Background: an optimization exercise with open tools, aiming at small area, a short achievable clock period and few clock cycles. Do not read the settings as production practice.
Function was checked by simulation only, so behaviour that the tests miss may differ from the original.

==> flow/design.v, too long to show whole: its modules and the start of the top module <==
// module SNN: 1295 lines
module SNN(
	clk,
	rst_n,
	in_valid,
	img,
	ker,
	weight,
	out_valid,
	out_data
);
  // ...
==> flow/flow/run.sh <==
#!/bin/bash
# The standard layout with one netlist pass between synthesis and floorplan:
# flow/invopt.py folds away the inverters that Yosys's full-adder extraction
# leaves between full adder cells (a full adder is self-dual, so adders are
# flipped to need fewer inverters, and simple gates swapped for their
# complementary cells). Registers and all other cells are kept.
# Each tool writes its full output to its own log in this folder.
set -euo pipefail
R=orfs/results/${FLOW_PLATFORM}/SNN/base
bash standard.sh synth > synth.log 2>&1
cp "$R/1_2_yosys.v" 1_2_yosys.before_invopt.v
python3 flow/invopt.py "$R/1_2_yosys.v" > invopt.log 2>&1
rm -f "$R/1_synth.odb" "$R/1_synth.sdc"
# repair aims at a setup slack of 10 ns (the clock period is unchanged)
bash standard.sh finish SETUP_SLACK_MARGIN=10 > layout.log 2>&1
==> flow/flow/invopt.py <==
#!/usr/bin/env python3
"""Removes the inverters that Yosys's full-adder extraction leaves between
full adder cells. A full adder is self-dual (FA(~a,~b,~c) = ~FA(a,b,c) on
both outputs), so each full adder may be flipped: its inputs and outputs
change polarity. Flips are chosen by local search to minimise the number of
signals whose complement is needed; a simple gate whose loads all want its
complement is swapped for its complementary cell (and2 <-> nand2, ...);
then every remaining inverter is rebuilt, one per signal that needs its
complement. Registers and all other cells are kept as they are.
usage: invopt.py netlist.v  (rewrites the file in place)"""
import re, sys

path = sys.argv[1]
src = open(path).read()
m = re.search(r'^(.*?\bmodule\s+\S+\s*\(.*?\);)(.*)(\bendmodule\b.*)$', src, re.S)
head, body, tail = m.group(1), m.group(2), m.group(3)

OUTS = {'X', 'Y', 'Q', 'Q_N', 'SUM', 'COUT', 'HI', 'LO'}
stmts = [s for s in body.split(';')]
decls, insts, others = [], [], []
inst_re = re.compile(r'^\s*(sky130_fd_sc_hd__\w+)\s+(\S+)\s*\((.*)\)\s*$', re.S)
pin_re = re.compile(r'\.(\w+)\s*\(\s*(.*?)\s*\)\s*(?:,|$)', re.S)
for s in stmts:
    t = re.sub(r'\(\*.*?\*\)', '', s).strip()
    if not t:
        continue
    mi = inst_re.match(t)
    if mi:
        pins = [(p, n.strip()) for p, n in pin_re.findall(mi.group(3))]
        insts.append([mi.group(1), mi.group(2), pins])
    elif re.match(r'^(input|output|inout|wire|reg)\b', t):
        decls.append(t)
    else:
        others.append(t)

# nets referenced outside cell pins (ports, assigns) stay as they are
port_nets = set()
for d in decls:
    if d.startswith('output') or d.startswith('input'):
        pass
fixed_text = ' '.join(others)

driver = {}
for idx, (typ, name, pins) in enumerate(insts):
    for p, n in pins:
        if p in OUTS:
            driver[n] = (idx, p)

def is_inv(idx):
    return insts[idx][0].startswith('sky130_fd_sc_hd__inv_')

out_ports = set()
for d in decls:
    mo = re.match(r'^output\s+(?:\[(\d+):(\d+)\]\s*)?(\S+)', d)
    if mo:
        if mo.group(1):
            for b in range(int(mo.group(2)), int(mo.group(1)) + 1):
                out_ports.add(f'{mo.group(3)}[{b}]')
        else:
            out_ports.add(mo.group(3))

def keep_inv(idx):
    y = dict(insts[idx][2])['Y']
    return y in out_ports or y in fixed_text

def root(n):
    """(root net, parity) following removable inverters"""
    par = 0
    seen = 0
    while n in driver and is_inv(driver[n][0]) and not keep_inv(driver[n][0]) and seen < 100:
        n = dict(insts[driver[n][0]][2])['A']
        par ^= 1
        seen += 1
    return n, par

# consumers: (inst idx, pin, root, parity)
cons = []
for idx, (typ, name, pins) in enumerate(insts):
    if is_inv(idx) and not keep_inv(idx):
        continue
    for p, n in pins:
        if p in OUTS:
            continue
        r, par = root(n)
        cons.append([idx, p, r, par])

fa = [i for i, (t, _, _) in enumerate(insts) if t.startswith('sky130_fd_sc_hd__fa_')]
fa_set = set(fa)
flip = {i: 0 for i in fa}

def drv_flip(r):
    d = driver.get(r)
    if d and d[0] in fa_set:
        return flip[d[0]]
    return 0

# simple gates that have a complementary cell with the same inputs: a root
# driven by one whose consumers all want the complement is swapped instead
INV_AREA = 3.75
PAIRS = [('and2_1','nand2_1',6.26,3.75,'X','Y'), ('or2_1','nor2_1',6.26,3.75,'X','Y'),
    ('xor2_1','xnor2_1',8.76,8.76,'X','Y'), ('and3_1','nand3_1',6.26,5.00,'X','Y'),
    ('or3_1','nor3_1',6.26,5.00,'X','Y'), ('nor2b_1','or2b_1',6.26,7.51,'Y','X'),
    ('nand2b_1','and2b_1',6.26,7.51,'Y','X'), ('a21o_1','a21oi_1',7.51,5.00,'X','Y'),
    ('o21a_1','o21ai_1',7.51,5.00,'X','Y'), ('o21a_1','o21ai_0',7.51,5.00,'X','Y'),
    ('a22o_1','a22oi_1',8.76,7.51,'X','Y'), ('o22a_1','o22ai_1',8.76,6.26,'X','Y'),
    ('a31o_1','a31oi_1',8.76,6.26,'X','Y'), ('a211o_1','a211oi_1',8.76,7.51,'X','Y'),
    ('o211a_1','o211ai_1',10.01,7.51,'X','Y'), ('mux2_1','mux2i_1',11.26,10.01,'X','Y'),
    ('and4_1','nand4_1',8.76,6.26,'X','Y'), ('or4_1','nor4_1',7.51,6.26,'X','Y'),
    ('a21bo_1','a21boi_0',10.01,7.51,'X','Y'), ('o21ba_1','o21bai_1',10.01,7.51,'X','Y'),
    ('a2bb2o_1','a2bb2oi_1',10.01,8.76,'X','Y'), ('o2bb2a_1','o2bb2ai_1',10.01,8.76,'X','Y'),
    ('a32o_1','a32oi_1',10.01,8.76,'X','Y'), ('o31a_1','o31ai_1',8.76,7.51,'X','Y'),
    ('o32a_1','o32ai_1',10.01,8.76,'X','Y'), ('a311o_1','a311oi_1',10.01,8.76,'X','Y'),
    ('o311a_1','o311ai_0',10.01,8.76,'X','Y'), ('a41o_1','a41oi_1',10.01,8.76,'X','Y'),
    ('o41a_1','o41ai_1',11.26,8.76,'X','Y'), ('a221o_1','a221oi_1',10.01,8.76,'X','Y'),
    ('o221a_1','o221ai_1',11.26,8.76,'X','Y'), ('a2111o_1','a2111oi_0',11.26,8.76,'X','Y'),
    ('o2111a_1','o2111ai_1',11.26,8.76,'X','Y'), ('and3b_1','nand3b_1',8.76,7.51,'X','Y'),
    ('or3b_1','nor3b_1',8.76,7.51,'X','Y'), ('and4b_1','nand4b_1',10.01,8.76,'X','Y'),
    ('or4b_1','nor4b_1',10.01,8.76,'X','Y')]
# cell -> (complementary cell, its output pin here, output pin there, area change)
SWAP = {}
for a, b, aa, ab, oa, ob in PAIRS:
    pa, pb = 'sky130_fd_sc_hd__' + a, 'sky130_fd_sc_hd__' + b
    SWAP.setdefault(pa, (pb, oa, ob, ab - aa))
    SWAP.setdefault(pb, (pa, ob, oa, aa - ab))
def swappable(r):
    d = driver.get(r)
    return d is not None and insts[d[0]][0] in SWAP and r not in out_ports and r not in fixed_text

by_root = {}
for c in cons:
    by_root.setdefault(c[2], []).append(c)
def comp_state(r):
    """(state, area): 0 no consumer wants the complement; 1 some do (an
    inverter); 2 all do and swapping the driver for its complementary cell
    costs less than an inverter"""
    f = drv_flip(r)
    es = [par ^ f ^ (flip[idx] if idx in fa_set else 0) for idx, p, rr, par in by_root[r]]
    if not any(es):
        return 0, 0.0
    if all(es) and swappable(r):
        d = SWAP[insts[driver[r][0]][0]][3]
        if d < INV_AREA:
            return 2, d
    return 1, INV_AREA
PHASE = [1]
def need_comp(r):
    st, a = comp_state(r)
    if PHASE[0] == 1:
        # first phase: count inverters only, any swap is free
        if st == 0:
            return 0.0
        f = drv_flip(r)
        es = [par ^ f ^ (flip[idx] if idx in fa_set else 0) for idx, p, rr, par in by_root[r]]
        return 0.0 if (all(es) and swappable(r)) else 1.0
    return a
def cost_around(i):
    roots = set()
    for p, n in insts[i][2]:
        if p in OUTS:
            roots.add(n)
        else:
            roots.add(root(n)[0])
    return sum(need_comp(r) for r in roots if r in by_root), roots

before = sum(need_comp(r) for r in by_root)
def descend():
    rounds = 0
    improved = True
    while improved and rounds < 50:
        improved = False
        rounds += 1
        for i in fa:
            c0, roots = cost_around(i)
            flip[i] ^= 1
            c1 = sum(need_comp(r) for r in roots if r in by_root)
            if c1 < c0 - 1e-9:
                improved = True
            else:
                flip[i] ^= 1
    return rounds
import random
rng = random.Random(1)
def search(trials):
    descend()
    best = (sum(need_comp(r) for r in by_root), dict(flip))
    for trial in range(trials):
        # perturb the best solution and descend again
        for i in fa:
            flip[i] = best[1][i]
        for i in rng.sample(fa, max(1, len(fa) // 10)):
            flip[i] ^= 1
        descend()
        c = sum(need_comp(r) for r in by_root)
        if c < best[0] - 1e-9:
            best = (c, dict(flip))
    for i in fa:
        flip[i] = best[1][i]
search(300)
PHASE[0] = 2
before = len([i for i in range(len(insts)) if is_inv(i)]) * INV_AREA
search(100)
after = sum(need_comp(r) for r in by_root)

# rebuild: remove removable inverters, one new inverter per root needing its complement
comp_net = {}
new_insts = []
swapped = set()
k = 0
for r in sorted(by_root):
    if comp_state(r)[0] == 2:
        swapped.add(r)
        comp_net[r] = r
    elif comp_state(r)[0] == 1:
        k += 1
        nn = f'_invopt_n{k}_'
        comp_net[r] = nn
        new_insts.append(['sky130_fd_sc_hd__inv_1', f'_invopt_{k}_', [('A', r), ('Y', nn)]])
newpins = {}
for idx, p, r, par in cons:
    e = par ^ drv_flip(r) ^ (flip[idx] if idx in fa_set else 0)
    newpins[(idx, p)] = comp_net[r] if e else r
out = []
for idx, (typ, name, pins) in enumerate(insts):
    if is_inv(idx) and not keep_inv(idx):
        continue
    ps = [(p, newpins.get((idx, p), n)) for p, n in pins]
    outnets = [n for p, n in pins if p in OUTS]
    if outnets and outnets[0] in swapped:
        ntyp, po, pn, _ = SWAP[typ]
        typ = ntyp
        ps = [(pn if p == po else p, n) for p, n in ps]
    out.append([typ, name, ps])
out += new_insts

def net(n):
    return n + ' ' if n.startswith('\\') else n
lines = [head]
for d in decls:
    lines.append('  ' + d + ' ;')
for d in new_insts:
    lines.append(f'  wire {d[2][1][1]};')
for typ, name, ps in out:
    conn = ',\n    '.join(f'.{p}({net(n)})' for p, n in ps)
    lines.append(f'  {typ} {net(name)}(\n    {conn}\n  );')
for o in others:
    lines.append('  ' + o + ' ;')
lines.append(tail)
open(path, 'w').write('\n'.join(lines) + ('\n' if not tail.endswith('\n') else ''))
ninv = sum(1 for i in range(len(insts)) if is_inv(i))
print(f'invopt: area of inverters and swaps {before:.1f} -> {after:.1f} um2; {ninv} inverters before, {len(new_insts)} after '
      f'({sum(1 for i in range(len(insts)) if is_inv(i) and keep_inv(i))} kept on ports); '
      f'{sum(flip.values())} of {len(fa)} full adders flipped; {len(swapped)} gates swapped')
==> flow/standard.sh <==
#!/bin/bash
# synth_recipe.tcl (not shown) runs the flow's synth.tcl, then flattens the netlist and writes it again
# the make line also repeats each setting of config.mk as NAME=value (left out here)
make -C /OpenROAD-flow-scripts/flow DESIGN_CONFIG=/design/flow/config.mk WORK_HOME=/design/flow/orfs CLKGATE_MAP_FILE= SYNTH_SCRIPT=/design/flow/synth_recipe.tcl "${@:-finish}"
==> flow/config.mk <==
export PLATFORM = sky130hd
export DESIGN_NAME = SNN
export DESIGN_NICKNAME = SNN
export VERILOG_FILES = /design/flow/design.v
export SDC_FILE = /design/flow/constraint.sdc
export NUM_CORES = 4
export LEC_CHECK = 0
export CAP_MARGIN = 50
export CORE_MARGIN = 2
export CORE_UTILIZATION = 60
export CTS_BUF_LIST = sky130_fd_sc_hd__clkbuf_16
export CTS_CLUSTER_DIAMETER = 70
export CTS_CLUSTER_SIZE = 32
export SLEW_MARGIN = 70
==> flow/constraint.sdc <==
create_clock -name core_clock -period 15.0 [get_ports {clk}]
set_input_delay 3.0000 -clock core_clock [delete_from_list [all_inputs] [get_ports {clk}]]
set_output_delay 3.0000 -clock core_clock [all_outputs]
set_load 0.01 [all_outputs]
==> impl_summary.txt, run 1 <==
----------------------------------------------------
[Drt]
  Uppermost layer routed ... met4
  Antenna-violating nets left ... 0
  TritonRoute pass-1 iters ... 5
  Drt initial violations ... 1435

[Final layout]
  Count of nets after finishing ... 3588
  Non-filler instance count after layout ... 3672
  Number of fill cells ... 4175
  Biggest registers after layout ... lb: 96 flops, k: 72 flops
  Count of plain and timing-repair buffers in the layout ... 119
  Largest area class, layout ... multi-input gates
  Most flop-heavy register ... lb
  ANT cells ... 0
  Non-CTS inverters ... 190
  Buffering overhead ... 3.05%
  Sequential cell area ... 13400 sq um
  Most used cells in the layout excluding fill and tap cells ... 431 x sky130_fd_sc_hd__fa_1, 346 x sky130_fd_sc_hd__nor2_1, 296 x sky130_fd_sc_hd__dfxtp_1

[Critical path]
  Top delay family on crit path ... adder cells
  Crit path required time ... 15.44 ns
  Most used cell, CP ... sky130_fd_sc_hd__fa_1
  Worst Path Class, Setup ... reg2reg
  Critical path depth in cells ... 14

[CTS]
  Clock net sink count ... 561
  Clk latency of the worst-skew pair ... 0.59 ns
  Clock tree from TritonCTS ... yes

[Die]
  Initial core utilization ... 60.9%
  Vertical die dimension ... 241 microns
  Total number of placement rows ... 86
  Total I/O pin count ... 38
  Horizontal extent of the die ... 241 microns
  Overall die area ... 58000 sq um

[STA]
  Worst hold-check slack ... 0.328 ns
  Unrepaired setup endpoints after global routing ... true

[Outcome]
  Status ... no timing/DRC/antenna violations

[Global routing]
  Most Used Layer, Global Route ... met2
  Overall overflow remaining after global route ... 0

[Worst hold path]
  Terminating pin of the worst hold path ... lb[1][0]$_DFF_P_

[Synth]
  Number of nets produced by synthesis ... 3488
  Mean area per synthesized cell ... 12.0 sq um

----------------------------------------------------
Testbench counts, summed over its fixed seeds: cycles 24,968.
==> run 2: changes to the inputs <==
--- a/flow/config.mk
+++ b/flow/config.mk
@@ -9,6 +9,7 @@
 export CORE_MARGIN = 2
 export CORE_UTILIZATION = 60
 export CTS_BUF_LIST = sky130_fd_sc_hd__clkbuf_16
-export CTS_CLUSTER_DIAMETER = 70
-export CTS_CLUSTER_SIZE = 32
+export CTS_CLUSTER_DIAMETER = 60
+export CTS_CLUSTER_SIZE = 24
 export SLEW_MARGIN = 70
+export TNS_END_PERCENT = 20
==> run 2 against run 1 <==
  * Still clean
  * Worst hold slack worse by 0.0051 ns
  * Setup slack improved by 0.019 ns
  * Die area unchanged
  * Cell count is 0.46% higher
  * Critical path type unchanged
  * Largest cell class unchanged
==> impl_summary.txt, run 2 <==
----------------------------------------------------
[Die]
  Initial core utilization ... 60.9% (unchanged)
  Overall die area ... 58000 sq um (unchanged)
  Floorplan Core Area ... 55300 sq um
  Total number of placement rows ... 86 (unchanged)
  Vertical die dimension ... 241 microns (unchanged)
  Horizontal extent of the die ... 241 microns (unchanged)
  Total I/O pin count ... 38 (unchanged)

[CTS]
  Clk latency of the worst-skew pair ... 0.62 ns (+0.03 ns)
  Clock net sink count ... 561 (unchanged)
  Number of buffers added to fix hold violations after cts ... 0
  Clock root cell ... sky130_fd_sc_hd__clkbuf_16
  Buffers from clock root to sink, at most ... 3
  Clock tree from TritonCTS ... yes
  Maximum level of the CTS H-tree ... 2
  Clock input transition at the sequential cells of the worst setup and hold paths ... 0.09 ns
  TritonCTS Buffers ... 42

[STA]
  Final period util ... 32.6%
  Unrepaired setup endpoints after global routing ... true
  Worst hold-check slack ... 0.323 ns (-0.00506 ns)
  Worst slew margin relative to its limit ... 66.6%
  Highest clock rate ... 205 MHz
  Final hold viol count ... 0
  Least-Margin Pin Slew ... 0.495 ns
  Final clock skew ... 0.0442 ns
  Pins Over Slew Limit ... 0
  Final setup TNS ... 0 ns
  Final count of negative-setup-slack endpoints ... 0
  Min Tclk post-route ... 4.88 ns

[Critical path]
  Origin of the critical flop-to-flop path ... e2$_DFF_PN0_
  Crit path buf inv count ... 4
  CP endpoint kind ... register
  Crit path required time ... 15.47 ns (+0.03 ns)
  Top delay family on crit path ... adder cells
  Critical Path Max Stage Delay ... 0.55 ns
  Most used cell, CP ... sky130_fd_sc_hd__fa_1
  Slowest cell on the critical path ... sky130_fd_sc_hd__fa_1
  Worst-path maximum fanout ... 19
  Nature of the critical path startpoint ... register
  Worst path cell trace ... buf_8 > or2_4 > buf_8 > buf_16 > nor2_2 > a21oi_2 > or2_2 > fa_1 > inv_1 > fa_1 > fa_1 > fa_2 > fa_1 > fa_1
  Worst Path Class, Setup ... reg2reg
  Launch point of the critical path ... e2$_DFF_PN0_
  Critical path data arrival time ... 5.36 ns

[Final layout]
  Most used cells in the layout excluding fill and tap cells ... 431 x sky130_fd_sc_hd__fa_1, 346 x sky130_fd_sc_hd__nor2_1, 296 x sky130_fd_sc_hd__dfxtp_1
  Share of cells above drive strength 1 ... 14.2%
  Count of nets after finishing ... 3596 (+0.22%)
  Flip-flop count of the largest register, all copies and words added ... 96
  Final std cell area, no fill ... 38100 sq um
  Biggest registers after layout ... lb: 96 flops, k: 72 flops
  Area Overhead vs Synth ... 13.3%
  Most flop-heavy register ... lb
  Most frequent standard cell in the layout excluding fill and tap cells ... sky130_fd_sc_hd__fa_1
  Non-filler instance count after layout ... 3689 (+0.46%)
  ANT cells ... 0 (unchanged)

[Outcome]
  Status ... no timing/DRC/antenna violations

[Drt]
  Drt via density ... 5.73
  Drt initial violations ... 1504 (+4.8%)
  Number of remaining DRC errors ... 0
  Total vias in the final route ... 21.1k
  WL final ... 83000 microns
  Detail-routed net length per standard cell ... 22.5 microns
  Antenna-violating nets left ... 0 (unchanged)
  TritonRoute pass-1 iters ... 8 (+3)

[Global routing]
  Via count of the first global-routing pass ... 22.5k
  Antenna violations before repair ... 1
  Pin count of the biggest net entering global routing ... 45
  Wire length of the first global-routing pass ... 128000 microns
  Overall overflow remaining after global route ... 0 (unchanged)
  Combined global-route utilization of all metal layers ... 29.6%

[Place]
  Port-buffer cells ... 37
  Final RePlAce weighted congestion ... 0.921
  Cell area after placement ... 36000 sq um
  Placed Instances ... 3565
  Detailed Place HPWL ... 65500 microns

[Synth]
  Area of the mapped netlist ... 33700 sq um
  Mean area per synthesized cell ... 12.0 sq um (unchanged)
  Yosys warns ... 5
  Number of nets produced by synthesis ... 3488 (unchanged)
  Synth Instances ... 2799

[Flow run]
  Max_cap viols ... 0

[Worst hold path]
  Worst Min Path Start ... lb[7][0]$_DFF_P_
  Min-Delay Path Class ... reg2reg

----------------------------------------------------
==> run 2: cell types whose count changed in the layout (fill, tap and decap cells not counted), sizes merged <==
cell	delta
clkbuf	+11
bufinv	+1
clkinv	-1
inv	+8
buf	-2
==> run 2: layer usage <==
layer  vias to the layer above  part of all wire (%)  global-route usage (%)
met3                       131                   7.0                    4.99
met1                     10700                    41                    40.5
li1                       9573                     -                       -
met5                         -                     0                       0
met4                         0                   2.4                    8.02
met2                       701                    49                    49.3
==> run 2: per-stage QoR <==
step	worst slack [ns]	utilization [%]
2_1_floorplan	10.00	-
3_3_place_gp	9.28	63.1
3_5_place_dp	9.79	65.0
4_1_cts	9.93	68.0
5_1_grt	9.92	69.0
6_report	10.12	69.0
==> run 2: layout make-up <==
class	count	area [sq um]
Clock inverter	33	434
Timing Repair Buffer	119	1150
Clock buffer	45	1130
Sequential cell	561	13400
Multi-Input combinational cell	1993	20300
Inverter	190	736
Fill cell	4120	17200
Tap cell	748	936
==> run 2: path summary, 6_finish.rpt <==
check	end	slack, ns	depth (start not counted)
worst max-delay path	tpa[8]$_DFF_P_	10.12	14
worst min-delay path	lb[8][0]$_DFF_P_	0.32	0
worst max register to register	tpa[8]$_DFF_P_	10.12	14
worst min register to register	lb[8][0]$_DFF_P_	0.32	0
max in group asynchronous	e4$_DFF_PN0_	12.36	1
min in group asynchronous	e1$_DFF_PN0_	2.30	1
==> run 2: timing repair <==
action / in CTS / in global routing
hold endpoints to repair: 0 / 0
pin swaps: 0 / 8
buffers inserted: 7 / 34
resized for setup: 10 / 38
endpoints found under the setup margin: 25 / 36
gates cloned: 0 / 1
==> run 3: changes to the inputs <==
--- a/flow/config.mk
+++ b/flow/config.mk
@@ -12,4 +12,3 @@
 export CTS_CLUSTER_DIAMETER = 60
 export CTS_CLUSTER_SIZE = 24
 export SLEW_MARGIN = 70
-export TNS_END_PERCENT = 20
==> run 3 against run 2 <==
  * Register-to-register slack barely moved
  * Area after synthesis did not move
  * Sequential share of layout area hardly changed
  * Clock skew hardly changed
  * First-iteration DRC count rose by 3.6%
  * Routed wire length about the same
  * Maximum frequency about the same
  * Critical path type unchanged
  * Critical path depth did not move
  * Core utilization is essentially flat
  * Critical endpoint unchanged
==> impl_summary.txt, run 3 <==
----------------------------------------------------
[Outcome]
  Status ... no timing/DRC/antenna violations

[Critical path]
  Crit path buf inv count ... 4 (unchanged)
  Slowest cell on the critical path ... sky130_fd_sc_hd__fa_1
  Worst R2R Path Depth ... 14 (unchanged)
  Worst path cell trace ... buf_8 > or2_4 > buf_8 > buf_16 > nor2_2 > a21oi_2 > or2_2 > fa_1 > inv_1 > fa_1 > fa_1 > fa_2 > fa_1 > fa_1
  Worst-path maximum fanout ... 19 (unchanged)
  CP endpoint kind ... register
  Most used cell, CP ... sky130_fd_sc_hd__fa_1
  Crit path required time ... 15.47 ns (about the same)
  Origin of the critical flop-to-flop path ... e2$_DFF_PN0_
  Critical path data arrival time ... 5.35 ns (about the same)
  Top delay family on crit path ... adder cells
  End of the worst register-to-register path ... tpa[8]$_DFF_P_
  Nature of the critical path startpoint ... register
  Flop2flop setup slack ... 10.12 ns (about the same)
  Worst Path Class, Setup ... reg2reg
  Critical Path Max Stage Delay ... 0.55 ns (about the same)

[Drt]
  Drt initial violations ... 1558 (+3.6%)
  TritonRoute pass-1 iters ... 7 (-1)
  Total vias in the final route ... 21.1k (-0.033%)
  Met2 routed WL ... 40800 microns (about the same)
  Number of remaining DRC errors ... 0 (unchanged)
  Routed metal-1 wirelength ... 34600 microns (+0.60%)
  Uppermost layer routed ... met4
  WL final ... 83000 microns (about the same)
  Antenna-violating nets left ... 0 (unchanged)
  Met3 wire length ... 5520 microns (-4.7%)
  Detail-routed net length per standard cell ... 22.5 microns (about the same)
  Drt via density ... 5.73 (about the same)

[Worst hold path]
  Worst Min Path Start ... lb[7][0]$_DFF_P_
  Min-Delay Path Class ... reg2reg
  Terminating pin of the worst hold path ... lb[8][0]$_DFF_P_
  Cell count of the worst hold path ... 0 (unchanged)

[Final layout]
  Flip-flop count of the largest register, all copies and words added ... 96 (unchanged)
  Count of nets after finishing ... 3596 (unchanged)
  Number of fill cells ... 4115 (-0.12%)
  Most frequent standard cell in the layout excluding fill and tap cells ... sky130_fd_sc_hd__fa_1
  Most flop-heavy register ... lb
  Share of cells above drive strength 1 ... 14.3% (+0.068 points)
  Biggest registers after layout ... lb: 96 flops, k: 72 flops
  Most used cells in the layout excluding fill and tap cells ... 431 x sky130_fd_sc_hd__fa_1, 346 x sky130_fd_sc_hd__nor2_1, 295 x sky130_fd_sc_hd__dfxtp_1
  ANT cells ... 0 (unchanged)
  Area Overhead vs Synth ... 13.3% (about the same)

[CTS]
  TritonCTS Buffers ... 42 (unchanged)
  Maximum level of the CTS H-tree ... 2 (unchanged)
  Clock net sink count ... 561 (unchanged)
  Clock input transition at the sequential cells of the worst setup and hold paths ... 0.09 ns (about the same)
  Number of buffers added to fix hold violations after cts ... 0 (unchanged)
  Buffers from clock root to sink, at most ... 3 (unchanged)
  Clock root cell ... sky130_fd_sc_hd__clkbuf_16
  Clock tree from TritonCTS ... yes
  Clk latency of the worst-skew pair ... 0.62 ns (about the same)

[STA]
  Final clock skew ... 0.0447 ns (+0.000450 ns)
  Pins Over Slew Limit ... 0 (unchanged)
  Final setup TNS ... 0 ns (unchanged)
  Worst slew margin relative to its limit ... 66.7% (about the same)
  Highest clock rate ... 205 MHz (about the same)
  Min Tclk post-route ... 4.88 ns (-0.00160 ns)
  Final period util ... 32.5% (about the same)
  Least-Margin Pin Slew ... 0.495 ns (-0.000796 ns)
  Unrepaired setup endpoints after global routing ... true
  Final count of negative-setup-slack endpoints ... 0 (unchanged)
  Final hold viol count ... 0 (unchanged)
  Worst hold-check slack ... 0.323 ns (+0.000802 ns)

[Die]
  Floorplan Core Area ... 55300 sq um (unchanged)
  Total number of placement rows ... 86 (unchanged)
  Total I/O pin count ... 38 (unchanged)
  Horizontal extent of the die ... 241 microns (unchanged)
  Initial core utilization ... 60.9% (unchanged)
  Overall die area ... 58000 sq um (unchanged)
  Vertical die dimension ... 241 microns (unchanged)

[Place]
  Port-buffer cells ... 37 (unchanged)
  Detailed Place HPWL ... 65500 microns (unchanged)
  Final RePlAce weighted congestion ... 0.921 (unchanged)

[Synth]
  Yosys warns ... 5 (unchanged)
  Mean area per synthesized cell ... 12.0 sq um (unchanged)
  Area of the mapped netlist ... 33700 sq um (unchanged)
  Synth Instances ... 2799 (unchanged)
  Number of nets produced by synthesis ... 3488 (unchanged)

[Global routing]
  Antenna violations before repair ... 1 (unchanged)
  Pin count of the biggest net entering global routing ... 45 (unchanged)
  Wire length of the first global-routing pass ... 128000 microns (about the same)
  Overall overflow remaining after global route ... 0 (unchanged)
  Via count of the first global-routing pass ... 22.6k (+0.035%)
  Combined global-route utilization of all metal layers ... 29.6% (about the same)

[Flow run]
  Max_cap viols ... 0 (unchanged)

----------------------------------------------------
## run 3: cell types whose count changed in the layout (fill, tap and decap cells not counted)
cell	before	now
sky130_fd_sc_hd__dfxtp_1	296	295
sky130_fd_sc_hd__ha_1	229	228
sky130_fd_sc_hd__dfxtp_2	25	26
sky130_fd_sc_hd__ha_4	0	1
## run 3: layout make-up
| type | instances | area [sq um] | area share (%) |
|---|---|---|---|
| clock buffers | 45 | 1130 | 2.95 |
| multi-input cells | 1993 | 20300 | 53.3 |
| flip-flops and latches | 561 | 13400 | 35.2 |
| clock inverters | 33 | 434 | 1.14 |
| inverters | 190 | 736 | 1.93 |
| repair buffers | 119 | 1150 | 3.02 |
| well taps | 748 | 936 | 2.45 |
## run 3: worst max-delay path by stage
stage	slack (ns)	cells after the start	endpoint	start
2_1_floorplan	10.00	19	RQ[18]$_DFF_P_	pj1$_DFF_P_
3_3_place_gp	9.28	11	tpa[8]$_DFF_P_	e2$_DFF_PN0_
3_5_place_dp	9.79	15	qbot[6]$_SDFF_PP0_	RQ[18]$_DFF_P_
4_1_cts	9.96	14	qbot[6]$_SDFF_PP0_	RQ[17]$_DFF_P_
5_1_grt	9.93	15	qbot[6]$_SDFF_PP0_	RQ[14]$_DFF_P_
6_report	10.12	14	tpa[8]$_DFF_P_	e2$_DFF_PN0_
## run 3: repair_timing
item                       in CTS  in global routing
setup endpoints to repair      25                 31
resized for setup              10                 40
gates cloned                    0                  1
setup buffers                   8                 33
pin swaps                       1                 12
## run 3: per-stage QoR
step	util (%)	area, sq um	std cells	worst slack, ns
4_1_cts	68.0	37600	3651	9.96
3_5_place_dp	65.0	36000	3565	9.79
2_1_floorplan	-	33700	2799	10.00
6_report	69.0	38200	3689	10.12
3_3_place_gp	63.1	34900	3549	9.28
5_1_grt	69.0	38200	3689	9.93
## run 3: worst register-to-register path, stage by stage (launching register included)
cell and delay (ns):
sky130_fd_sc_hd__dfrtp_4 0.49, sky130_fd_sc_hd__buf_8 0.16, sky130_fd_sc_hd__or2_4 0.25, sky130_fd_sc_hd__buf_8 0.16, sky130_fd_sc_hd__buf_16 0.17, sky130_fd_sc_hd__nor2_2 0.14
sky130_fd_sc_hd__a21oi_2 0.10, sky130_fd_sc_hd__or2_2 0.32, sky130_fd_sc_hd__fa_1 0.51, sky130_fd_sc_hd__inv_1 0.05, sky130_fd_sc_hd__fa_1 0.46, sky130_fd_sc_hd__fa_1 0.55
sky130_fd_sc_hd__fa_2 0.45, sky130_fd_sc_hd__fa_1 0.51, sky130_fd_sc_hd__fa_1 0.41
## run 3: routing by layer
layer | vias up | global-route usage [%]
met2 | 636 | 49.2
met4 | 0 | 8.29
met3 | 126 | 4.99
met1 | 10800 | 40.5
li1 | 9566 | -
met5 | - | 0
==> run 4: changes to the inputs <==
--- a/flow/config.mk
+++ b/flow/config.mk
@@ -12,3 +12,4 @@
 export CTS_CLUSTER_DIAMETER = 60
 export CTS_CLUSTER_SIZE = 24
 export SLEW_MARGIN = 70
+export TNS_END_PERCENT = 50
==> run 4 against run 3 <==
  * Routed wire length did not move
  * Sequential share of layout area did not move
  * Non-clock buffer count did not move
  * Via count did not move
  * Critical path type unchanged
  * Critical endpoint unchanged
==> impl_summary.txt, run 4 <==
----------------------------------------------------
[Place]
  Final RePlAce weighted congestion ... 0.921 (unchanged)
  Cell area after placement ... 36000 sq um (unchanged)
  Placed Instances ... 3565 (unchanged)
  Port-buffer cells ... 37 (unchanged)
  Detailed Place HPWL ... 65500 microns (unchanged)
  Setup slack at placement ... 9.79 ns (unchanged)

[Drt]
  Total vias in the final route ... 21.1k (unchanged)
  Number of remaining DRC errors ... 0 (unchanged)
  Detail-routed net length per standard cell ... 22.5 microns (unchanged)
  Drt initial violations ... 1558 (unchanged)
  Antenna-violating nets left ... 0 (unchanged)
  TritonRoute pass-1 iters ... 7 (unchanged)
  Drt via density ... 5.73 (unchanged)
  WL final ... 83000 microns (unchanged)

[Final layout]
  Most used cells in the layout excluding fill and tap cells ... 431 x sky130_fd_sc_hd__fa_1, 346 x sky130_fd_sc_hd__nor2_1, 295 x sky130_fd_sc_hd__dfxtp_1
  ANT cells ... 0 (unchanged)
  Count of nets after finishing ... 3596 (unchanged)
  Flip-flop count of the largest register, all copies and words added ... 96 (unchanged)
  Most flop-heavy register ... lb
  Final std cell area, no fill ... 38200 sq um (unchanged)
  Share of cells above drive strength 1 ... 14.3% (unchanged)
  Biggest registers after layout ... lb: 96 flops, k: 72 flops
  Most frequent standard cell in the layout excluding fill and tap cells ... sky130_fd_sc_hd__fa_1
  Non-filler instance count after layout ... 3689 (unchanged)
  Area Overhead vs Synth ... 13.3% (unchanged)
  Number of fill cells ... 4115 (unchanged)

[Global routing]
  Wire length of the first global-routing pass ... 128000 microns (unchanged)
  Combined global-route utilization of all metal layers ... 29.6% (unchanged)
  Overall overflow remaining after global route ... 0 (unchanged)
  Antenna violations before repair ... 1 (unchanged)
  Pin count of the biggest net entering global routing ... 45 (unchanged)
  Via count of the first global-routing pass ... 22.6k (unchanged)

[Critical path]
  Top delay family on crit path ... adder cells
  Worst-path maximum fanout ... 19 (unchanged)
  CP endpoint kind ... register
  Critical path data arrival time ... 5.35 ns (about the same)
  Crit path required time ... 15.47 ns (about the same)
  Most used cell, CP ... sky130_fd_sc_hd__fa_1
  Worst path cell trace ... buf_8 > or2_4 > buf_8 > buf_16 > nor2_2 > a21oi_2 > or2_2 > fa_1 > inv_1 > fa_1 > fa_1 > fa_2 > fa_1 > fa_1
  Crit path buf inv count ... 4 (unchanged)
  Nature of the critical path startpoint ... register
  Launch point of the critical path ... e2$_DFF_PN0_
  Worst Path Class, Setup ... reg2reg
  Origin of the critical flop-to-flop path ... e2$_DFF_PN0_
  Critical Path Max Stage Delay ... 0.55 ns (about the same)
  Slowest cell on the critical path ... sky130_fd_sc_hd__fa_1

[Worst hold path]
  Min-Delay Path Class ... reg2reg
  Worst Min Path Start ... lb[7][0]$_DFF_P_

[Synth]
  Yosys warns ... 5 (unchanged)
  Number of nets produced by synthesis ... 3488 (unchanged)
  Mean area per synthesized cell ... 12.0 sq um (unchanged)
  Area of the mapped netlist ... 33700 sq um (unchanged)
  Synth Instances ... 2799 (unchanged)

[STA]
  Min Tclk post-route ... 4.88 ns (unchanged)
  Least-Margin Pin Slew ... 0.495 ns (unchanged)
  Slack of the critical path ... 10.12 ns (unchanged)
  Final hold viol count ... 0 (unchanged)
  Unrepaired setup endpoints after global routing ... true
  Final count of negative-setup-slack endpoints ... 0 (unchanged)
  Highest clock rate ... 205 MHz (unchanged)
  Worst slew margin relative to its limit ... 66.7% (unchanged)
  Pins Over Slew Limit ... 0 (unchanged)
  Final clock skew ... 0.0447 ns (unchanged)
  Final period util ... 32.5% (unchanged)
  Final setup TNS ... 0 ns (unchanged)

[Die]
  Total I/O pin count ... 38 (unchanged)
  Overall die area ... 58000 sq um (unchanged)
  Initial core utilization ... 60.9% (unchanged)
  Floorplan Core Area ... 55300 sq um (unchanged)
  Total number of placement rows ... 86 (unchanged)
  Horizontal extent of the die ... 241 microns (unchanged)
  Vertical die dimension ... 241 microns (unchanged)

[CTS]
  Maximum level of the CTS H-tree ... 2 (unchanged)
  TritonCTS Buffers ... 42 (unchanged)
  Clock root cell ... sky130_fd_sc_hd__clkbuf_16
  Buffers from clock root to sink, at most ... 3 (unchanged)
  Clock input transition at the sequential cells of the worst setup and hold paths ... 0.09 ns (about the same)
  Clk latency of the worst-skew pair ... 0.62 ns (about the same)
  Clock net sink count ... 561 (unchanged)
  Clock tree from TritonCTS ... yes

[Flow run]
  Max_cap viols ... 0 (unchanged)

[Outcome]
  Status ... no timing/DRC/antenna violations

----------------------------------------------------
run 4: cell type report:
class	instances	area [sq um]	share of cell area, %
clock buffer	45	1130	2.95
clock inverter	33	434	1.14
inverter	190	736	1.93
multi-input combinational	1993	20300	53.3
sequential	561	13400	35.2
tap	748	936	2.45
timing repair buffer	119	1150	3.02
run 4: metal layers:
metal  global-route usage [%]  vias to the layer above  wire [microns]
met5                        0                        -               0
met4                     8.29                        0            2050
met3                     4.99                      126            5520
met2                     49.2                      636           40800
met1                     40.5                    10800           34600
li1                         -                     9566               -
run 4: repair_timing:
item | CTS | global route
hold buffers | 0 | 0
setup buffers | 8 | 33
cloned | 0 | 1
pin swaps | 1 | 12
resized for setup | 10 | 40
endpoints found under the setup margin | 25 | 31
run 4: final timing paths:
kind / slack [ns] / end / cells past startpoint
worst max-delay path: 10.12 / tpa[8]$_DFF_P_ / 14
worst min-delay path: 0.32 / lb[8][0]$_DFF_P_ / 0
worst max register to register: 10.12 / tpa[8]$_DFF_P_ / 14
worst min register to register: 0.32 / lb[8][0]$_DFF_P_ / 0
max in group asynchronous: 12.37 / e4$_DFF_PN0_ / 1
min in group asynchronous: 2.30 / e1$_DFF_PN0_ / 1
run 4: stage by stage:
step | hold slack, ns | utilization (%)
final | 0.323 | 69.0
after global routing | 0.335 | 69.0
after CTS | 0.324 | 68.0
after detailed placement | 0.312 | 65.0
after global placement | 0.310 | 63.1
after floorplan | 0.310 | -
==> run 5: changes to the inputs <==
--- a/flow/flow/run.sh
+++ b/flow/flow/run.sh
@@ -12,4 +12,4 @@
 python3 flow/invopt.py "$R/1_2_yosys.v" > invopt.log 2>&1
 rm -f "$R/1_synth.odb" "$R/1_synth.sdc"
 # repair aims at a setup slack of 10 ns (the clock period is unchanged)
-bash standard.sh finish SETUP_SLACK_MARGIN=10 > layout.log 2>&1
+bash standard.sh > layout.log 2>&1
--- a/flow/config.mk
+++ b/flow/config.mk
@@ -12,4 +12,3 @@
 export CTS_CLUSTER_DIAMETER = 60
 export CTS_CLUSTER_SIZE = 24
 export SLEW_MARGIN = 70
-export TNS_END_PERCENT = 50
==> run 5 against run 4 <==
  * Routed wire length decreased by 0.55%
  * Cell area fell by 1.6%
  * Sequential cell count unchanged
  * Non-clock buffer count shrank 44
  * Critical endpoint is now qbot[6]$_SDFF_PP0_
==> impl_summary.txt, run 5 <==
----------------------------------------------------
[CTS]
  Buffers from clock root to sink, at most ... 3 (unchanged)
  Clock root cell ... sky130_fd_sc_hd__clkbuf_16
  Clock tree from TritonCTS ... yes
  Clock input transition at the sequential cells of the worst setup and hold paths ... 0.09 ns (about the same)
  CTS resizes ... 0 (-10)
  Clk latency of the worst-skew pair ... 0.61 ns (about the same)
  Clock net sink count ... 561 (unchanged)
  Maximum level of the CTS H-tree ... 2 (unchanged)
  Setup bufs post-CTS ... 0 (-8)
  TritonCTS Buffers ... 41 (-2.4%)
  Number of buffers added to fix hold violations after cts ... 0 (unchanged)

[Global routing]
  Pin count of the biggest net entering global routing ... 45 (unchanged)
  Antenna violations before repair ... 4 (+3)
  Via count of the first global-routing pass ... 22.0k (-2.5%)
  Combined global-route utilization of all metal layers ... 29.5% (-0.099 points)
  Overall overflow remaining after global route ... 0 (unchanged)
  Wire length of the first global-routing pass ... 127000 microns (-1.5%)

[Final layout]
  Count of nets after finishing ... 3551 (-1.3%)
  Non-filler instance count after layout ... 3647 (-1.1%)
  Share of cells above drive strength 1 ... 11.9% (-2.4 points)
  Number of fill cells ... 4148 (+0.80%)
  Area Overhead vs Synth ... 11.5%
  Most flop-heavy register ... lb
  Flip-flop count of the largest register, all copies and words added ... 96 (unchanged)
  Final std cell area, no fill ... 37500 sq um (-1.6%)
  Biggest registers after layout ... lb: 96 flops, k: 72 flops
  Most used cells in the layout excluding fill and tap cells ... 433 x sky130_fd_sc_hd__fa_1, 350 x sky130_fd_sc_hd__nor2_1, 309 x sky130_fd_sc_hd__dfxtp_1
  Most frequent standard cell in the layout excluding fill and tap cells ... sky130_fd_sc_hd__fa_1

[Worst hold path]
  Cell count of the worst hold path ... 0 (unchanged)
  Terminating pin of the worst hold path ... lb[10][6]$_DFF_P_
  Min-Delay Path Class ... reg2reg
  Worst Min Path Start ... lb[9][6]$_DFF_P_

[STA]
  Final clock skew ... 0.0453 ns (+0.000565 ns)
  Min Tclk post-route ... 5.18 ns (+0.293 ns)
  Worst hold-check slack ... 0.323 ns (-0.000703 ns)
  Pins Over Slew Limit ... 0 (unchanged)
  Unrepaired setup endpoints after global routing ... false
  Least-Margin Pin Slew ... 0.485 ns (-0.00989 ns)
  Final period util ... 34.5% (+2.0 points)
  Final setup TNS ... 0 ns (unchanged)
  Highest clock rate ... 193 MHz (-5.7%)
  Slack of the critical path ... 9.82 ns (-0.293 ns)
  Final count of negative-setup-slack endpoints ... 0 (unchanged)
  Worst slew margin relative to its limit ... 67.6% (+0.89 points)
  Final hold viol count ... 0 (unchanged)

[Place]
  Detailed Place HPWL ... 66500 microns (+1.6%)
  Final RePlAce weighted congestion ... 0.923 (+0.14%)
  Placed Instances ... 3564 (-0.028%)
  Setup slack at placement ... 9.82 ns (+0.0336 ns)
  Cell area after placement ... 35900 sq um (-0.16%)
  Port-buffer cells ... 37 (unchanged)

[Critical path]
  Critical path data arrival time ... 5.64 ns (+0.29 ns)
  Worst-path maximum fanout ... 8 (-11)
  Worst path cell trace ... inv_1 > fa_1 > fa_1 > fa_1 > fa_1 > ha_1 > nand4_1 > nor3_1 > a311oi_1 > and3_1 > o31ai_2 > a21oi_1 > xnor2_1 > a221o_1
  Nature of the critical path startpoint ... register
  Most used cell, CP ... sky130_fd_sc_hd__fa_1
  End of the worst register-to-register path ... qbot[6]$_SDFF_PP0_
  Origin of the critical flop-to-flop path ... RQ[12]$_DFF_P_
  Worst R2R Path Depth ... 14 (unchanged)
  Crit path required time ... 15.46 ns (about the same)
  CP endpoint kind ... register
  Top delay family on crit path ... adder cells
  Critical Path Max Stage Delay ... 0.66 ns (+0.11 ns)
  Flop2flop setup slack ... 9.82 ns (-0.29 ns)
  Slowest cell on the critical path ... sky130_fd_sc_hd__fa_1
  Worst Path Class, Setup ... reg2reg
  Crit path buf inv count ... 1 (-3)

[Die]
  Total I/O pin count ... 38 (unchanged)
  Initial core utilization ... 60.9% (unchanged)
  Total number of placement rows ... 86 (unchanged)
  Floorplan Core Area ... 55300 sq um (unchanged)
  Overall die area ... 58000 sq um (unchanged)
  Vertical die dimension ... 241 microns (unchanged)
  Horizontal extent of the die ... 241 microns (unchanged)

[Drt]
  Total vias in the final route ... 20.9k (-1.2%)
  WL final ... 82500 microns (-0.55%)
  Antenna-violating nets left ... 0 (unchanged)
  Drt initial violations ... 1472 (-5.5%)
  Number of remaining DRC errors ... 0 (unchanged)
  TritonRoute pass-1 iters ... 7 (unchanged)
  Detail-routed net length per standard cell ... 22.6 microns (+0.59%)
  Drt via density ... 5.73 (about the same)

[Outcome]
  Status ... no timing/DRC/antenna violations

[Flow run]
  Max_cap viols ... 0 (unchanged)

[Synth]
  Number of nets produced by synthesis ... 3488 (unchanged)
  Yosys warns ... 5 (unchanged)
  Area of the mapped netlist ... 33700 sq um (unchanged)
  Mean area per synthesized cell ... 12.0 sq um (unchanged)
  Synth Instances ... 2799 (unchanged)

----------------------------------------------------
[run 5: cell type report]
cell class,count,area [sq um],share of cell area [%]
multi-input combinational,1993,20200,53.9
timing repair buffer,75,800,2.13
clock buffer,42,1050,2.80
clock inverter,34,392,1.04
tap,748,936,2.49
sequential,561,13400,35.7
inverter,190,713,1.90
antenna,4,10.0,0.0267
[run 5: metal layers]
metal,up-vias,GRT usage [%],wire (microns)
met3,123,6.92,6100
met5,-,0,13
met4,2,8.70,2200
met1,10700,38.7,33700
met2,607,49.2,40500
li1,9477,-,-
[run 5: worst max-delay path by stage]
| stage | from | end | slack [ns] | cells after the start |
|---|---|---|---|---|
| floorplan | pj1$_DFF_P_ | RQ[18]$_DFF_P_ | 9.85 | 19 |
| global placement | RQ[14]$_DFF_P_ | qbot[6]$_SDFF_PP0_ | 9.41 | 14 |
| detailed placement | RQ[12]$_DFF_P_ | qbot[6]$_SDFF_PP0_ | 9.82 | 14 |
| CTS | RQ[12]$_DFF_P_ | qbot[6]$_SDFF_PP0_ | 9.79 | 14 |
| global route | RQ[12]$_DFF_P_ | qbot[6]$_SDFF_PP0_ | 9.55 | 14 |
| finish | RQ[12]$_DFF_P_ | qbot[6]$_SDFF_PP0_ | 9.82 | 14 |
[run 5: through the flow]
step	util (%)
final	67.9
after global routing	67.9
after CTS	67.5
after detailed placement	64.9
after global placement	63.1
after floorplan	-
==> run 6: changes to the inputs <==
--- a/flow/flow/run.sh
+++ b/flow/flow/run.sh
@@ -11,5 +11,4 @@
 cp "$R/1_2_yosys.v" 1_2_yosys.before_invopt.v
 python3 flow/invopt.py "$R/1_2_yosys.v" > invopt.log 2>&1
 rm -f "$R/1_synth.odb" "$R/1_synth.sdc"
-# repair aims at a setup slack of 10 ns (the clock period is unchanged)
 bash standard.sh > layout.log 2>&1
==> run 6 against run 5 <==
  * Clock skew unchanged
  * Via count unchanged
  * Cell area unchanged
  * Global-route usage unchanged
  * Critical endpoint unchanged
  * Largest cell class unchanged
==> impl_summary.txt, run 6 <==
----------------------------------------------------
[Drt]
  Drt initial violations ... 1472 (unchanged)
  TritonRoute pass-1 iters ... 7 (unchanged)
  Detail-routed net length per standard cell ... 22.6 microns (unchanged)
  Number of remaining DRC errors ... 0 (unchanged)
  Met3 wire length ... 6100 microns (unchanged)
  WL final ... 82500 microns (unchanged)
  Drt via density ... 5.73 (unchanged)
  Routed metal-1 wirelength ... 33700 microns (unchanged)
  Total vias in the final route ... 20.9k (unchanged)
  Met2 routed WL ... 40500 microns (unchanged)
  Antenna-violating nets left ... 0 (unchanged)
  Uppermost layer routed ... met5

[Synth]
  Synth Instances ... 2799 (unchanged)
  Yosys warns ... 5 (unchanged)
  Number of nets produced by synthesis ... 3488 (unchanged)
  Mean area per synthesized cell ... 12.0 sq um (unchanged)
  Area of the mapped netlist ... 33700 sq um (unchanged)

[Final layout]
  Count of nets after finishing ... 3551 (unchanged)
  Most used cells in the layout excluding fill and tap cells ... 433 x sky130_fd_sc_hd__fa_1, 350 x sky130_fd_sc_hd__nor2_1, 309 x sky130_fd_sc_hd__dfxtp_1
  Number of fill cells ... 4148 (unchanged)
  Biggest registers after layout ... lb: 96 flops, k: 72 flops
  Share of cells above drive strength 1 ... 11.9% (unchanged)
  Non-filler instance count after layout ... 3647 (unchanged)
  Most flop-heavy register ... lb
  Flip-flop count of the largest register, all copies and words added ... 96 (unchanged)
  Area Overhead vs Synth ... 11.5% (unchanged)
  Most frequent standard cell in the layout excluding fill and tap cells ... sky130_fd_sc_hd__fa_1

[Critical path]
  Critical path data arrival time ... 5.64 ns (about the same)
  Worst R2R Path Depth ... 14 (unchanged)
  CP endpoint kind ... register
  Worst Path Class, Setup ... reg2reg
  Worst-path maximum fanout ... 8 (unchanged)
  Origin of the critical flop-to-flop path ... RQ[12]$_DFF_P_
  Launch point of the critical path ... RQ[12]$_DFF_P_
  End of the worst register-to-register path ... qbot[6]$_SDFF_PP0_
  Crit path required time ... 15.46 ns (about the same)
  Nature of the critical path startpoint ... register
  Flop2flop setup slack ... 9.82 ns (about the same)

[STA]
  Final count of negative-setup-slack endpoints ... 0 (unchanged)
  Pins Over Slew Limit ... 0 (unchanged)
  Final setup TNS ... 0 ns (unchanged)
  Highest clock rate ... 193 MHz (unchanged)
  Final clock skew ... 0.0453 ns (unchanged)
  Unrepaired setup endpoints after global routing ... false
  Least-Margin Pin Slew ... 0.485 ns (unchanged)
  Worst slew margin relative to its limit ... 67.6% (unchanged)
  Min Tclk post-route ... 5.18 ns (unchanged)
  Final period util ... 34.5% (unchanged)
  Final hold viol count ... 0 (unchanged)

[CTS]
  Clock root cell ... sky130_fd_sc_hd__clkbuf_16
  Setup bufs post-CTS ... 0 (unchanged)
  CTS resizes ... 0 (unchanged)
  Clock input transition at the sequential cells of the worst setup and hold paths ... 0.09 ns (about the same)
  Number of buffers added to fix hold violations after cts ... 0 (unchanged)
  Clock net sink count ... 561 (unchanged)
  Maximum level of the CTS H-tree ... 2 (unchanged)
  Buffers from clock root to sink, at most ... 3 (unchanged)
  Clk latency of the worst-skew pair ... 0.61 ns (about the same)
  TritonCTS Buffers ... 41 (unchanged)
  Clock tree from TritonCTS ... yes

[Worst hold path]
  Min-Delay Path Class ... reg2reg
  Cell count of the worst hold path ... 0 (unchanged)
  Terminating pin of the worst hold path ... lb[10][6]$_DFF_P_
  Worst Min Path Start ... lb[9][6]$_DFF_P_

[Die]
  Total number of placement rows ... 86 (unchanged)
  Vertical die dimension ... 241 microns (unchanged)
  Floorplan Core Area ... 55300 sq um (unchanged)
  Initial core utilization ... 60.9% (unchanged)
  Overall die area ... 58000 sq um (unchanged)
  Horizontal extent of the die ... 241 microns (unchanged)
  Total I/O pin count ... 38 (unchanged)

[Place]
  Detailed Place HPWL ... 66500 microns (unchanged)
  Final RePlAce weighted congestion ... 0.923 (unchanged)
  Placed Instances ... 3564 (unchanged)
  Port-buffer cells ... 37 (unchanged)

[Global routing]
  Combined global-route utilization of all metal layers ... 29.5% (unchanged)
  Pin count of the biggest net entering global routing ... 45 (unchanged)
  Overall overflow remaining after global route ... 0 (unchanged)
  Antenna violations before repair ... 4 (unchanged)
  Wire length of the first global-routing pass ... 127000 microns (unchanged)
  Via count of the first global-routing pass ... 22.0k (unchanged)

[Flow run]
  Max_cap viols ... 0 (unchanged)

[Outcome]
  Status ... no timing/DRC/antenna violations

----------------------------------------------------
==> run 6: final cells by class <==
type	instances	area, sq um	area share, %
Antenna cell	4	10.0	0.0267
Clock buffer	42	1050	2.80
Clock inverter	34	392	1.04
Inverter	190	713	1.90
Multi-Input combinational cell	1993	20200	53.9
Sequential cell	561	13400	35.7
Tap cell	748	936	2.49
Timing Repair Buffer	75	800	2.13
==> run 6: worst max-delay path, cell delays in order (launching register included) <==
cell and delay (ns):
sky130_fd_sc_hd__dfxtp_2 0.48, sky130_fd_sc_hd__inv_1 0.23, sky130_fd_sc_hd__fa_1 0.66, sky130_fd_sc_hd__fa_1 0.49, sky130_fd_sc_hd__fa_1 0.56, sky130_fd_sc_hd__fa_1 0.42
sky130_fd_sc_hd__ha_1 0.30, sky130_fd_sc_hd__nand4_1 0.21, sky130_fd_sc_hd__nor3_1 0.35, sky130_fd_sc_hd__a311oi_1 0.13, sky130_fd_sc_hd__and3_1 0.24, sky130_fd_sc_hd__o31ai_2 0.28
sky130_fd_sc_hd__a21oi_1 0.13, sky130_fd_sc_hd__xnor2_1 0.19, sky130_fd_sc_hd__a221o_1 0.38
==> run 6: worst max-delay path by stage <==
stage                               to  slack (ns)  cells past startpoint
floorplan               RQ[18]$_DFF_P_        9.85                     19
global placement    qbot[6]$_SDFF_PP0_        9.41                     14
detailed placement  qbot[6]$_SDFF_PP0_        9.82                     14
CTS                 qbot[6]$_SDFF_PP0_        9.79                     14
global route        qbot[6]$_SDFF_PP0_        9.55                     14
finish              qbot[6]$_SDFF_PP0_        9.82                     14
==> run 6: stage by stage <==
step / hold WS (ns) / cell area, sq um / worst slack (ns) / utilization [%]
after global routing: 0.332 / 37500 / 9.55 / 67.9
after global placement: 0.310 / 34900 / 9.41 / 63.1
after floorplan: 0.310 / 33700 / 9.85 / -
after CTS: 0.327 / 37300 / 9.79 / 67.5
after detailed placement: 0.312 / 35900 / 9.82 / 64.9
final: 0.323 / 37500 / 9.82 / 67.9
==> run 6: layer usage <==
layer | vias to the layer above | track usage (%)
li1 | 9477 | -
met2 | 607 | 49.2
met1 | 10700 | 38.7
met5 | - | 0
met3 | 123 | 6.92
met4 | 2 | 8.70

-- separate check: timing with driven ports --
No port has a modelled driver above. Below, the same layouts with a new extraction and two added sets of constraints. Step 1 sets driving cells, clkbuf_16 on the clock port and buf_2 on the other inputs (assumed; they add their load-dependent delay and slew). Step 2 adds t to the input delays and takes it off the output delays; t is the mean of the earliest and latest rising clock arrival at the registers after step 1. Input paths then give back, and output paths get back, about the clock's delay inside the block. Three values: ideal, step 1, step 2; two values: the first two.
| run | shift t [ns] | setup slack, ns | worst setup path after step 2 |
|---|---|---|---|
| run 1 | 0.630 | 10.097 / 10.097 / 10.097 | register to register |
| run 2 | 0.661 | 10.116 / 10.116 / 10.116 | register to register |
| run 3 | 0.658 | 10.118 / 10.118 / 10.118 | register to register |
| run 4 | 0.658 | 10.118 / 10.118 / 10.118 | register to register |
| run 5 | 0.652 | 9.825 / 9.825 / 9.825 | register to register |
| run 6 | 0.652 | 9.825 / 9.825 / 9.825 | register to register |
After both steps every run listed still meets setup and hold.
